From an optimization exercise on the open Yosys and OpenROAD flow, aimed at small area and a short achievable clock period; shortcuts taken in it are not production practice.

==> inputs of garnet <==
Design pipelined_array_multiplier, start of the top module:
module pipelined_array_multiplier (
    input  logic        clk_i,
    input  logic        clk_en_i,
    input  logic        rst_n_i,
    input  logic [31:0] multiplicand_i,
    input  logic [31:0] multiplier_i,
    input  logic        data_valid_i,
    output logic [63:0] product_o,
    output logic        data_valid_o
);
Settings: LEC_CHECK=0, CAP_MARGIN=20, CORE_MARGIN=2, CORE_UTILIZATION=40, SLEW_MARGIN=20, SYNTH_HIERARCHICAL=1, SYNTH_MINIMUM_KEEP_SIZE=0; clock period 11.0 ns.
run.sh (not shown) runs the stock make flow with config.mk's settings and CLKGATE_MAP_FILE= SYNTH_SCRIPT=/design/flow/synth_recipe.tcl, a recipe that flattens the netlist after the stock synthesis.
==> inputs of tundra, as changes to garnet <==
==> flow/flow/run.sh (new file) <==
#!/bin/bash
# Layout flow: the standard ORFS flow (standard.sh, unchanged synthesis),
# with timing repair asked to leave 7.0 ns of setup slack at the design's
# clock period, so that it sizes and buffers the critical paths.
set -euo pipefail
cd "$(dirname "$0")/.."
bash standard.sh synth > flow_synth.log 2>&1
bash standard.sh SETUP_SLACK_MARGIN=7.0  finish > flow_layout.log 2>&1
==> flow/standard.sh (new file) <==
#!/bin/bash
# synth_recipe.tcl (not shown) runs the flow's synth.tcl, then flattens the netlist and writes it again
# the make line also repeats each setting of config.mk as NAME=value (left out here)
make -C /OpenROAD-flow-scripts/flow DESIGN_CONFIG=/design/flow/config.mk WORK_HOME=/design/flow/orfs CLKGATE_MAP_FILE= SYNTH_SCRIPT=/design/flow/synth_recipe.tcl "${@:-finish}"
removed: flow/run.sh
==> inputs of lagoon, as changes to garnet <==
--- a/flow/design.v
+++ b/flow/design.v
@@ -12,45 +12,50 @@
     always_ff @(posedge clk_i) begin
         if (!rst_n_i) v_q <= '0;
         else if (clk_en_i) v_q <= {v_q[1:0], data_valid_i};
     end
     assign data_valid_o = v_q[2];
-    logic [31:0] a_q, b_q;
-    always_ff @(posedge clk_i) begin
-        if (clk_en_i) begin
-            a_q <= multiplicand_i;
-            b_q <= multiplier_i;
-        end
-    end
     logic [33:0] bx;
-    assign bx = {2'b00, b_q};
+    assign bx = {2'b00, multiplier_i};
     logic [15:0] neg, one, two;
-    logic [32:0] ax;
-    assign ax = {a_q, 1'b0};
-    logic [15:0][32:0] ppn;   
-    for (genvar i = 0; i < 16; i++) begin : g_booth
+    for (genvar i = 0; i < 16; i++) begin : g_enc
         logic b_lo;
         if (i == 0) begin : g_first
             assign b_lo = 1'b0;
         end else begin : g_next
             assign b_lo = bx[2*i-1];
         end
         assign neg[i] = bx[2*i+1];
         assign one[i] = bx[2*i] ^ b_lo;
         assign two[i] = (bx[2*i+1] & ~bx[2*i] & ~b_lo) | (~bx[2*i+1] & bx[2*i] & b_lo);
-        for (genvar j = 0; j < 33; j++) begin : g_bit
-            if (j == 32) begin : g_top
-                assign ppn[i][j] = ~((ax[j] & two[i]) ^ neg[i]);
-            end else begin : g_mid
-                mul_bpp u_bpp (.a_i(a_q[j]), .a1_i(ax[j]), .one_i(one[i]), .two_i(two[i]), .neg_i(neg[i]), .ppn_o(ppn[i][j]));
-            end
+    end
+    logic [31:0] a_q;
+    logic [15:0] neg_q, one_q, two_q;
+    logic        b31_q;
+    always_ff @(posedge clk_i) begin
+        if (clk_en_i) begin
+            a_q   <= multiplicand_i;
+            neg_q <= neg;
+            one_q <= one;
+            two_q <= two;
+            b31_q <= multiplier_i[31];
         end
     end
+    logic [32:0] ax;
+    assign ax = {a_q, 1'b0};
+    logic [15:0][32:0] ppn;
+    for (genvar i = 0; i < 16; i++) begin : g_booth
+        mul_bpp0 u_bpp0 (.a_i(a_q[0]), .one_i(one_q[i]), .neg_i(neg_q[i]), .ppn_o(ppn[i][0]));
+        for (genvar j = 1; j < 32; j++) begin : g_bit
+            mul_bpp u_bpp (.a_i(a_q[j]), .a1_i(a_q[j-1]), .one_i(one_q[i]), .two_i(two_q[i]), .neg_i(neg_q[i]), .ppn_o(ppn[i][j]));
+        end
+        mul_bpp0 u_bpp32 (.a_i(a_q[31]), .one_i(two_q[i]), .neg_i(neg_q[i]), .ppn_o(ppn[i][32]));
+    end
     logic [31:0] ppn16;
-    assign ppn16 = ~(a_q & {32{b_q[31]}});
+    assign ppn16 = ~(a_q & {32{b31_q}});
     logic [15:0] negn;
-    assign negn = ~neg;
+    assign negn = ~neg_q;
     logic [126:0] cs_q;
     logic s1;
     logic c2;
     logic s3;
     logic c4;
@@ -1385,11 +1390,11 @@
     mul_fa u_fa221 (.a_i(s493), .b_i(c466), .c_i(s495), .s_o(s501), .c_o(c502));
     mul_fa u_fa222 (.a_i(s497), .b_i(c468), .c_i(c470), .s_o(s503), .c_o(c504));
     mul_fa u_fa223 (.a_i(s499), .b_i(c472), .c_i(s501), .s_o(s505), .c_o(c506));
     mul_fa u_fa224 (.a_i(c474), .b_i(s503), .c_i(s505), .s_o(s507), .c_o(c508));
     mul_fa u_fa225 (.a_i(c476), .b_i(s507), .c_i(c478), .s_o(s509), .c_o(c510));
-    mul_ha u_ha1 (.a_i(neg[0]), .b_i(ppn16[1]), .s_o(s511), .c_o(c512));
+    mul_ha u_ha1 (.a_i(neg_q[0]), .b_i(ppn16[1]), .s_o(s511), .c_o(c512));
     mul_fa u_fa226 (.a_i(ppn[10][13]), .b_i(ppn[11][11]), .c_i(ppn[12][9]), .s_o(s513), .c_o(c514));
     mul_fa u_fa227 (.a_i(ppn[13][7]), .b_i(ppn[14][5]), .c_i(ppn[15][3]), .s_o(s515), .c_o(c516));
     mul_fa u_fa228 (.a_i(ppn[1][31]), .b_i(ppn[2][29]), .c_i(ppn[3][27]), .s_o(s517), .c_o(c518));
     mul_fa u_fa229 (.a_i(ppn[4][25]), .b_i(ppn[5][23]), .c_i(ppn[6][21]), .s_o(s519), .c_o(c520));
     mul_fa u_fa230 (.a_i(ppn[7][19]), .b_i(ppn[8][17]), .c_i(ppn[9][15]), .s_o(s521), .c_o(c522));
@@ -1419,11 +1424,11 @@
     mul_fa u_fa251 (.a_i(c532), .b_i(s561), .c_i(s563), .s_o(s567), .c_o(c568));
     mul_fa u_fa252 (.a_i(c534), .b_i(s565), .c_i(c536), .s_o(s569), .c_o(c570));
     mul_fa u_fa253 (.a_i(s567), .b_i(c538), .c_i(s569), .s_o(s571), .c_o(c572));
     mul_xnor u_hans32 (.a_i(c540), .b_i(s571), .y_o(s573));
     mul_or u_hanc32 (.a_i(c540), .b_i(s571), .y_o(c574));
-    mul_fa u_fa254 (.a_i(neg[1]), .b_i(ppn16[3]), .c_i(ppn[10][15]), .s_o(s575), .c_o(c576));
+    mul_fa u_fa254 (.a_i(neg_q[1]), .b_i(ppn16[3]), .c_i(ppn[10][15]), .s_o(s575), .c_o(c576));
     mul_fa u_fa255 (.a_i(ppn[11][13]), .b_i(ppn[12][11]), .c_i(ppn[13][9]), .s_o(s577), .c_o(c578));
     mul_fa u_fa256 (.a_i(ppn[14][7]), .b_i(ppn[15][5]), .c_i(ppn[2][31]), .s_o(s579), .c_o(c580));
     mul_fa u_fa257 (.a_i(ppn[3][29]), .b_i(ppn[4][27]), .c_i(ppn[5][25]), .s_o(s581), .c_o(c582));
     mul_fa u_fa258 (.a_i(ppn[6][23]), .b_i(ppn[7][21]), .c_i(ppn[8][19]), .s_o(s583), .c_o(c584));
     mul_fa u_fa259 (.a_i(ppn[9][17]), .b_i(c544), .c_i(c546), .s_o(s585), .c_o(c586));
@@ -1450,11 +1455,11 @@
     mul_fa u_fa279 (.a_i(c594), .b_i(s621), .c_i(s623), .s_o(s627), .c_o(c628));
     mul_fa u_fa280 (.a_i(c596), .b_i(s625), .c_i(c598), .s_o(s629), .c_o(c630));
     mul_fa u_fa281 (.a_i(s627), .b_i(c600), .c_i(s629), .s_o(s631), .c_o(c632));
     mul_xnor u_hans33 (.a_i(c602), .b_i(s631), .y_o(s633));
     mul_or u_hanc33 (.a_i(c602), .b_i(s631), .y_o(c634));
-    mul_fa u_fa282 (.a_i(neg[2]), .b_i(ppn16[5]), .c_i(ppn[10][17]), .s_o(s635), .c_o(c636));
+    mul_fa u_fa282 (.a_i(neg_q[2]), .b_i(ppn16[5]), .c_i(ppn[10][17]), .s_o(s635), .c_o(c636));
     mul_fa u_fa283 (.a_i(ppn[11][15]), .b_i(ppn[12][13]), .c_i(ppn[13][11]), .s_o(s637), .c_o(c638));
     mul_fa u_fa284 (.a_i(ppn[14][9]), .b_i(ppn[15][7]), .c_i(ppn[3][31]), .s_o(s639), .c_o(c640));
     mul_fa u_fa285 (.a_i(ppn[4][29]), .b_i(ppn[5][27]), .c_i(ppn[6][25]), .s_o(s641), .c_o(c642));
     mul_fa u_fa286 (.a_i(ppn[7][23]), .b_i(ppn[8][21]), .c_i(ppn[9][19]), .s_o(s643), .c_o(c644));
     mul_fa u_fa287 (.a_i(c606), .b_i(c608), .c_i(c610), .s_o(s645), .c_o(c646));
@@ -1479,11 +1484,11 @@
     mul_fa u_fa305 (.a_i(s677), .b_i(c652), .c_i(s679), .s_o(s683), .c_o(c684));
     mul_fa u_fa306 (.a_i(c654), .b_i(s681), .c_i(c656), .s_o(s685), .c_o(c686));
     mul_fa u_fa307 (.a_i(s683), .b_i(c658), .c_i(s685), .s_o(s687), .c_o(c688));
     mul_xnor u_hans34 (.a_i(c660), .b_i(s687), .y_o(s689));
     mul_or u_hanc34 (.a_i(c660), .b_i(s687), .y_o(c690));
-    mul_fa u_fa308 (.a_i(neg[3]), .b_i(ppn16[7]), .c_i(ppn[10][19]), .s_o(s691), .c_o(c692));
+    mul_fa u_fa308 (.a_i(neg_q[3]), .b_i(ppn16[7]), .c_i(ppn[10][19]), .s_o(s691), .c_o(c692));
     mul_fa u_fa309 (.a_i(ppn[11][17]), .b_i(ppn[12][15]), .c_i(ppn[13][13]), .s_o(s693), .c_o(c694));
     mul_fa u_fa310 (.a_i(ppn[14][11]), .b_i(ppn[15][9]), .c_i(ppn[4][31]), .s_o(s695), .c_o(c696));
     mul_fa u_fa311 (.a_i(ppn[5][29]), .b_i(ppn[6][27]), .c_i(ppn[7][25]), .s_o(s697), .c_o(c698));
     mul_fa u_fa312 (.a_i(ppn[8][23]), .b_i(ppn[9][21]), .c_i(c664), .s_o(s699), .c_o(c700));
     mul_fa u_fa313 (.a_i(c666), .b_i(c668), .c_i(c670), .s_o(s701), .c_o(c702));
@@ -1506,11 +1511,11 @@
     mul_fa u_fa329 (.a_i(s729), .b_i(c706), .c_i(s731), .s_o(s735), .c_o(c736));
     mul_fa u_fa330 (.a_i(c708), .b_i(s733), .c_i(c710), .s_o(s737), .c_o(c738));
     mul_fa u_fa331 (.a_i(s735), .b_i(c712), .c_i(s737), .s_o(s739), .c_o(c740));
     mul_xnor u_hans35 (.a_i(c714), .b_i(s739), .y_o(s741));
     mul_or u_hanc35 (.a_i(c714), .b_i(s739), .y_o(c742));
-    mul_fa u_fa332 (.a_i(neg[4]), .b_i(ppn16[9]), .c_i(ppn[10][21]), .s_o(s743), .c_o(c744));
+    mul_fa u_fa332 (.a_i(neg_q[4]), .b_i(ppn16[9]), .c_i(ppn[10][21]), .s_o(s743), .c_o(c744));
     mul_fa u_fa333 (.a_i(ppn[11][19]), .b_i(ppn[12][17]), .c_i(ppn[13][15]), .s_o(s745), .c_o(c746));
     mul_fa u_fa334 (.a_i(ppn[14][13]), .b_i(ppn[15][11]), .c_i(ppn[5][31]), .s_o(s747), .c_o(c748));
     mul_fa u_fa335 (.a_i(ppn[6][29]), .b_i(ppn[7][27]), .c_i(ppn[8][25]), .s_o(s749), .c_o(c750));
     mul_fa u_fa336 (.a_i(ppn[9][23]), .b_i(c718), .c_i(c720), .s_o(s751), .c_o(c752));
     mul_fa u_fa337 (.a_i(c722), .b_i(c724), .c_i(s743), .s_o(s753), .c_o(c754));
@@ -1531,11 +1536,11 @@
     mul_fa u_fa351 (.a_i(c754), .b_i(c756), .c_i(s779), .s_o(s783), .c_o(c784));
     mul_fa u_fa352 (.a_i(c758), .b_i(s781), .c_i(c760), .s_o(s785), .c_o(c786));
     mul_fa u_fa353 (.a_i(s783), .b_i(c762), .c_i(s785), .s_o(s787), .c_o(c788));
     mul_xnor u_hans36 (.a_i(c764), .b_i(s787), .y_o(s789));
     mul_or u_hanc36 (.a_i(c764), .b_i(s787), .y_o(c790));
-    mul_fa u_fa354 (.a_i(neg[5]), .b_i(ppn16[11]), .c_i(ppn[10][23]), .s_o(s791), .c_o(c792));
+    mul_fa u_fa354 (.a_i(neg_q[5]), .b_i(ppn16[11]), .c_i(ppn[10][23]), .s_o(s791), .c_o(c792));
     mul_fa u_fa355 (.a_i(ppn[11][21]), .b_i(ppn[12][19]), .c_i(ppn[13][17]), .s_o(s793), .c_o(c794));
     mul_fa u_fa356 (.a_i(ppn[14][15]), .b_i(ppn[15][13]), .c_i(ppn[6][31]), .s_o(s795), .c_o(c796));
     mul_fa u_fa357 (.a_i(ppn[7][29]), .b_i(ppn[8][27]), .c_i(ppn[9][25]), .s_o(s797), .c_o(c798));
     mul_fa u_fa358 (.a_i(c768), .b_i(c770), .c_i(c772), .s_o(s799), .c_o(c800));
     mul_fa u_fa359 (.a_i(c774), .b_i(s791), .c_i(s793), .s_o(s801), .c_o(c802));
@@ -1554,11 +1559,11 @@
     mul_fa u_fa371 (.a_i(s821), .b_i(c802), .c_i(s823), .s_o(s827), .c_o(c828));
     mul_fa u_fa372 (.a_i(c804), .b_i(s825), .c_i(c806), .s_o(s829), .c_o(c830));
     mul_fa u_fa373 (.a_i(s827), .b_i(c808), .c_i(s829), .s_o(s831), .c_o(c832));
     mul_xnor u_hans37 (.a_i(c810), .b_i(s831), .y_o(s833));
     mul_or u_hanc37 (.a_i(c810), .b_i(s831), .y_o(c834));
-    mul_fa u_fa374 (.a_i(neg[6]), .b_i(ppn16[13]), .c_i(ppn[10][25]), .s_o(s835), .c_o(c836));
+    mul_fa u_fa374 (.a_i(neg_q[6]), .b_i(ppn16[13]), .c_i(ppn[10][25]), .s_o(s835), .c_o(c836));
     mul_fa u_fa375 (.a_i(ppn[11][23]), .b_i(ppn[12][21]), .c_i(ppn[13][19]), .s_o(s837), .c_o(c838));
     mul_fa u_fa376 (.a_i(ppn[14][17]), .b_i(ppn[15][15]), .c_i(ppn[7][31]), .s_o(s839), .c_o(c840));
     mul_fa u_fa377 (.a_i(ppn[8][29]), .b_i(ppn[9][27]), .c_i(c814), .s_o(s841), .c_o(c842));
     mul_fa u_fa378 (.a_i(c816), .b_i(c818), .c_i(c820), .s_o(s843), .c_o(c844));
     mul_fa u_fa379 (.a_i(s835), .b_i(s837), .c_i(s839), .s_o(s845), .c_o(c846));
@@ -1575,11 +1580,11 @@
     mul_fa u_fa389 (.a_i(s861), .b_i(c844), .c_i(s863), .s_o(s867), .c_o(c868));
     mul_fa u_fa390 (.a_i(c846), .b_i(s865), .c_i(c848), .s_o(s869), .c_o(c870));
     mul_fa u_fa391 (.a_i(s867), .b_i(c850), .c_i(s869), .s_o(s871), .c_o(c872));
     mul_xnor u_hans38 (.a_i(c852), .b_i(s871), .y_o(s873));
     mul_or u_hanc38 (.a_i(c852), .b_i(s871), .y_o(c874));
-    mul_fa u_fa392 (.a_i(neg[7]), .b_i(ppn16[15]), .c_i(ppn[10][27]), .s_o(s875), .c_o(c876));
+    mul_fa u_fa392 (.a_i(neg_q[7]), .b_i(ppn16[15]), .c_i(ppn[10][27]), .s_o(s875), .c_o(c876));
     mul_fa u_fa393 (.a_i(ppn[11][25]), .b_i(ppn[12][23]), .c_i(ppn[13][21]), .s_o(s877), .c_o(c878));
     mul_fa u_fa394 (.a_i(ppn[14][19]), .b_i(ppn[15][17]), .c_i(ppn[8][31]), .s_o(s879), .c_o(c880));
     mul_fa u_fa395 (.a_i(ppn[9][29]), .b_i(c856), .c_i(c858), .s_o(s881), .c_o(c882));
     mul_fa u_fa396 (.a_i(c860), .b_i(s875), .c_i(s877), .s_o(s883), .c_o(c884));
     mul_fa u_fa397 (.a_i(s879), .b_i(c862), .c_i(c864), .s_o(s885), .c_o(c886));
@@ -1594,11 +1599,11 @@
     mul_fa u_fa405 (.a_i(s897), .b_i(c882), .c_i(s899), .s_o(s903), .c_o(c904));
     mul_fa u_fa406 (.a_i(c884), .b_i(s901), .c_i(c886), .s_o(s905), .c_o(c906));
     mul_fa u_fa407 (.a_i(s903), .b_i(c888), .c_i(s905), .s_o(s907), .c_o(c908));
     mul_xnor u_hans39 (.a_i(c890), .b_i(s907), .y_o(s909));
     mul_or u_hanc39 (.a_i(c890), .b_i(s907), .y_o(c910));
-    mul_fa u_fa408 (.a_i(neg[8]), .b_i(ppn16[17]), .c_i(ppn[10][29]), .s_o(s911), .c_o(c912));
+    mul_fa u_fa408 (.a_i(neg_q[8]), .b_i(ppn16[17]), .c_i(ppn[10][29]), .s_o(s911), .c_o(c912));
     mul_fa u_fa409 (.a_i(ppn[11][27]), .b_i(ppn[12][25]), .c_i(ppn[13][23]), .s_o(s913), .c_o(c914));
     mul_fa u_fa410 (.a_i(ppn[14][21]), .b_i(ppn[15][19]), .c_i(ppn[9][31]), .s_o(s915), .c_o(c916));
     mul_fa u_fa411 (.a_i(c894), .b_i(c896), .c_i(c898), .s_o(s917), .c_o(c918));
     mul_fa u_fa412 (.a_i(s911), .b_i(s913), .c_i(s915), .s_o(s919), .c_o(c920));
     mul_fa u_fa413 (.a_i(c900), .b_i(s917), .c_i(c902), .s_o(s921), .c_o(c922));
@@ -1611,11 +1616,11 @@
     mul_fa u_fa419 (.a_i(c916), .b_i(s929), .c_i(s931), .s_o(s935), .c_o(c936));
     mul_fa u_fa420 (.a_i(c918), .b_i(s933), .c_i(c920), .s_o(s937), .c_o(c938));
     mul_fa u_fa421 (.a_i(s935), .b_i(c922), .c_i(s937), .s_o(s939), .c_o(c940));
     mul_xnor u_hans40 (.a_i(c924), .b_i(s939), .y_o(s941));
     mul_or u_hanc40 (.a_i(c924), .b_i(s939), .y_o(c942));
-    mul_fa u_fa422 (.a_i(neg[9]), .b_i(ppn16[19]), .c_i(ppn[10][31]), .s_o(s943), .c_o(c944));
+    mul_fa u_fa422 (.a_i(neg_q[9]), .b_i(ppn16[19]), .c_i(ppn[10][31]), .s_o(s943), .c_o(c944));
     mul_fa u_fa423 (.a_i(ppn[11][29]), .b_i(ppn[12][27]), .c_i(ppn[13][25]), .s_o(s945), .c_o(c946));
     mul_fa u_fa424 (.a_i(ppn[14][23]), .b_i(ppn[15][21]), .c_i(c928), .s_o(s947), .c_o(c948));
     mul_fa u_fa425 (.a_i(c930), .b_i(c932), .c_i(s943), .s_o(s949), .c_o(c950));
     mul_fa u_fa426 (.a_i(s945), .b_i(s947), .c_i(c934), .s_o(s951), .c_o(c952));
     mul_fa u_fa427 (.a_i(c936), .b_i(s949), .c_i(s951), .s_o(s953), .c_o(c954));
@@ -1626,11 +1631,11 @@
     mul_fa u_fa431 (.a_i(c944), .b_i(c946), .c_i(s959), .s_o(s963), .c_o(c964));
     mul_fa u_fa432 (.a_i(c948), .b_i(s961), .c_i(c950), .s_o(s965), .c_o(c966));
     mul_fa u_fa433 (.a_i(s963), .b_i(c952), .c_i(s965), .s_o(s967), .c_o(c968));
     mul_xnor u_hans41 (.a_i(c954), .b_i(s967), .y_o(s969));
     mul_or u_hanc41 (.a_i(c954), .b_i(s967), .y_o(c970));
-    mul_fa u_fa434 (.a_i(neg[10]), .b_i(ppn16[21]), .c_i(ppn[11][31]), .s_o(s971), .c_o(c972));
+    mul_fa u_fa434 (.a_i(neg_q[10]), .b_i(ppn16[21]), .c_i(ppn[11][31]), .s_o(s971), .c_o(c972));
     mul_fa u_fa435 (.a_i(ppn[12][29]), .b_i(ppn[13][27]), .c_i(ppn[14][25]), .s_o(s973), .c_o(c974));
     mul_fa u_fa436 (.a_i(ppn[15][23]), .b_i(c958), .c_i(c960), .s_o(s975), .c_o(c976));
     mul_fa u_fa437 (.a_i(s971), .b_i(s973), .c_i(c962), .s_o(s977), .c_o(c978));
     mul_fa u_fa438 (.a_i(s975), .b_i(c964), .c_i(s977), .s_o(s979), .c_o(c980));
     mul_fa u_fa439 (.a_i(c966), .b_i(s979), .c_i(c968), .s_o(s981), .c_o(c982));
@@ -1639,43 +1644,43 @@
     mul_fa u_fa441 (.a_i(ppn[15][24]), .b_i(s983), .c_i(c972), .s_o(s987), .c_o(c988));
     mul_fa u_fa442 (.a_i(c974), .b_i(s985), .c_i(c976), .s_o(s989), .c_o(c990));
     mul_fa u_fa443 (.a_i(s987), .b_i(c978), .c_i(s989), .s_o(s991), .c_o(c992));
     mul_xnor u_hans42 (.a_i(c980), .b_i(s991), .y_o(s993));
     mul_or u_hanc42 (.a_i(c980), .b_i(s991), .y_o(c994));
-    mul_fa u_fa444 (.a_i(neg[11]), .b_i(ppn16[23]), .c_i(ppn[12][31]), .s_o(s995), .c_o(c996));
+    mul_fa u_fa444 (.a_i(neg_q[11]), .b_i(ppn16[23]), .c_i(ppn[12][31]), .s_o(s995), .c_o(c996));
     mul_fa u_fa445 (.a_i(ppn[13][29]), .b_i(ppn[14][27]), .c_i(ppn[15][25]), .s_o(s997), .c_o(c998));
     mul_fa u_fa446 (.a_i(c984), .b_i(c986), .c_i(s995), .s_o(s999), .c_o(c1000));
     mul_fa u_fa447 (.a_i(s997), .b_i(c988), .c_i(s999), .s_o(s1001), .c_o(c1002));
     mul_fa u_fa448 (.a_i(c990), .b_i(s1001), .c_i(c992), .s_o(s1003), .c_o(c1004));
     mul_ha u_ha13 (.a_i(ppn16[24]), .b_i(ppn[12][32]), .s_o(s1005), .c_o(c1006));
     mul_fa u_fa449 (.a_i(ppn[13][30]), .b_i(ppn[14][28]), .c_i(ppn[15][26]), .s_o(s1007), .c_o(c1008));
     mul_fa u_fa450 (.a_i(s1005), .b_i(c996), .c_i(c998), .s_o(s1009), .c_o(c1010));
     mul_fa u_fa451 (.a_i(s1007), .b_i(s1009), .c_i(c1000), .s_o(s1011), .c_o(c1012));
     mul_xnor u_hans43 (.a_i(c1002), .b_i(s1011), .y_o(s1013));
     mul_or u_hanc43 (.a_i(c1002), .b_i(s1011), .y_o(c1014));
-    mul_fa u_fa452 (.a_i(neg[12]), .b_i(ppn16[25]), .c_i(ppn[13][31]), .s_o(s1015), .c_o(c1016));
+    mul_fa u_fa452 (.a_i(neg_q[12]), .b_i(ppn16[25]), .c_i(ppn[13][31]), .s_o(s1015), .c_o(c1016));
     mul_fa u_fa453 (.a_i(ppn[14][29]), .b_i(ppn[15][27]), .c_i(c1006), .s_o(s1017), .c_o(c1018));
     mul_fa u_fa454 (.a_i(c1008), .b_i(s1015), .c_i(s1017), .s_o(s1019), .c_o(c1020));
     mul_fa u_fa455 (.a_i(c1010), .b_i(s1019), .c_i(c1012), .s_o(s1021), .c_o(c1022));
     mul_ha u_ha14 (.a_i(ppn16[26]), .b_i(ppn[13][32]), .s_o(s1023), .c_o(c1024));
     mul_fa u_fa456 (.a_i(ppn[14][30]), .b_i(ppn[15][28]), .c_i(s1023), .s_o(s1025), .c_o(c1026));
     mul_fa u_fa457 (.a_i(c1016), .b_i(c1018), .c_i(s1025), .s_o(s1027), .c_o(c1028));
     mul_xnor u_hans44 (.a_i(c1020), .b_i(s1027), .y_o(s1029));
     mul_or u_hanc44 (.a_i(c1020), .b_i(s1027), .y_o(c1030));
-    mul_fa u_fa458 (.a_i(neg[13]), .b_i(ppn16[27]), .c_i(ppn[14][31]), .s_o(s1031), .c_o(c1032));
+    mul_fa u_fa458 (.a_i(neg_q[13]), .b_i(ppn16[27]), .c_i(ppn[14][31]), .s_o(s1031), .c_o(c1032));
     mul_fa u_fa459 (.a_i(ppn[15][29]), .b_i(c1024), .c_i(s1031), .s_o(s1033), .c_o(c1034));
     mul_fa u_fa460 (.a_i(c1026), .b_i(s1033), .c_i(c1028), .s_o(s1035), .c_o(c1036));
     mul_ha u_ha15 (.a_i(ppn16[28]), .b_i(ppn[14][32]), .s_o(s1037), .c_o(c1038));
     mul_fa u_fa461 (.a_i(ppn[15][30]), .b_i(s1037), .c_i(c1032), .s_o(s1039), .c_o(c1040));
     mul_xnor u_hans45 (.a_i(s1039), .b_i(c1034), .y_o(s1041));
     mul_or u_hanc45 (.a_i(s1039), .b_i(c1034), .y_o(c1042));
-    mul_fa u_fa462 (.a_i(neg[14]), .b_i(ppn16[29]), .c_i(ppn[15][31]), .s_o(s1043), .c_o(c1044));
+    mul_fa u_fa462 (.a_i(neg_q[14]), .b_i(ppn16[29]), .c_i(ppn[15][31]), .s_o(s1043), .c_o(c1044));
     mul_fa u_fa463 (.a_i(c1038), .b_i(s1043), .c_i(c1040), .s_o(s1045), .c_o(c1046));
     mul_ha u_ha16 (.a_i(ppn16[30]), .b_i(ppn[15][32]), .s_o(s1047), .c_o(c1048));
     mul_xnor u_hans46 (.a_i(s1047), .b_i(c1044), .y_o(s1049));
     mul_or u_hanc46 (.a_i(s1047), .b_i(c1044), .y_o(c1050));
-    mul_fa u_fa464 (.a_i(neg[15]), .b_i(ppn16[31]), .c_i(c1048), .s_o(s1051), .c_o(c1052));
+    mul_fa u_fa464 (.a_i(neg_q[15]), .b_i(ppn16[31]), .c_i(c1048), .s_o(s1051), .c_o(c1052));
     always_ff @(posedge clk_i) begin
         if (clk_en_i) begin
             cs_q[0] <= negn[0];   
             cs_q[1] <= ppn[0][1];   
             cs_q[2] <= ppn[1][0];   
@@ -1833,10 +1838,18 @@
     input  logic neg_i,
     output logic ppn_o
 );
     assign ppn_o = ~(((a_i & one_i) | (a1_i & two_i)) ^ neg_i);
 endmodule
+module mul_bpp0 (
+    input  logic a_i,
+    input  logic one_i,
+    input  logic neg_i,
+    output logic ppn_o
+);
+    assign ppn_o = ~((a_i & one_i) ^ neg_i);
+endmodule
 module mul_ha (
     input  logic a_i,
     input  logic b_i,
     output logic s_o,
     output logic c_o
==> summary.txt <==
Final layout
The clock buffers instantiated in the layout total 40. Registers take 0.00820 mm².

Synthesis
After Yosys synthesis, full adders, half adders and majority gates account for 30.1% of the synthesized area.

Routing
The violation count after the first detailed-route iteration is 2,072.

Run status
The run finished with no timing, DRC or antenna violations.

STA
Setup repair after global routing left no endpoint under its margin. The clock period minus final worst setup slack is 4.85 ns.

Clock network
Buffers inserted during clock tree synthesis total 34.
the above is filed under lagoon

==> summary.txt <==
Synthesis
The share of synthesized cell area in full adder, half adder and majority cells is 30.8%.

Final layout
The clock buffer instance count of the final layout is 39.

GRT
The number of global-route vias before repair is 27,500.

Clock network
The number of clock buffers added by TritonCTS is 35. The H-tree was split into 2 levels.

STA
Setup repair after global routing could not meet its margin everywhere.

Run status
The run finished with no timing, DRC or antenna violations.

Routing
The violation count after the first detailed-route iteration is 2,840.
the above is filed under tundra

==> summary.txt <==
STA
The clock period minus final worst setup slack is 6.54 ns. For the final database, setup skew stands at 0.0531 ns. Setup repair after global routing left no endpoint under its margin.

Final layout
The clock buffer instance count of the final layout is 41. Registers take 0.00772 mm². The largest cell class by area is multi-input gates.

Routing
In this run, the number of DRC markers left after iteration 0 of detailed routing was 1,838. The detailed router placed 24,100 vias in this run.

Setup path
The signal on the critical path passes through buf_4 > inv_1 > or3_1 > o21ai_4 > buf_4 > a22oi_2 > xor2_1 > fa_1 > fa_1 > fa_1 > fa_1 > fa_1 > fa_1 > fa_1.

Clock network
The total CTS buffers is 37.

Synthesis
The portion of synthesized area spent on multiplexers is 0.120%. Summing the areas of all fa, ha and maj instances in the mapped netlist gives 30.8% of the synthesized area.

Floorplan
The floorplan has 106 rows.

Run status
The flow ran to the end and the layout has no timing, DRC or antenna violations.
the above is filed under garnet

Function was not checked in any run of this note: the RTL went through the layout flow alone.

what the ideal ports hide:
How much do the figures lean on ideal ports? The routed layouts below were timed once more, with nothing changed but the port constraints. Step 1 (the two cells are an assumption about what drives the block):
set clk [get_ports {clk_i}]
set_driving_cell -lib_cell sky130_fd_sc_hd__clkbuf_16 $clk
set_driving_cell -lib_cell sky130_fd_sc_hd__buf_2 [delete_from_list [all_inputs] $clk]
Step 2 moves the port delays by t, midway between the first and last clock arrival at a register: inputs arrive t later, outputs are due t later. That takes back most of the time a late clock gives input paths. Three values: no drivers, after step 1, after step 2; two values: the first two.
run	shift t [ns]	slack for setup (ns)	latest minus earliest clock arrival (ns)
garnet	0.626	4.458 / 4.458 / 4.458	0.053 / 0.054
tundra	0.623	5.994 / 5.994 / 5.994	0.040 / 0.040
lagoon	0.609	6.153 / 6.153 / 6.153	0.022 / 0.022
After both steps setup and hold are still met in every run listed.
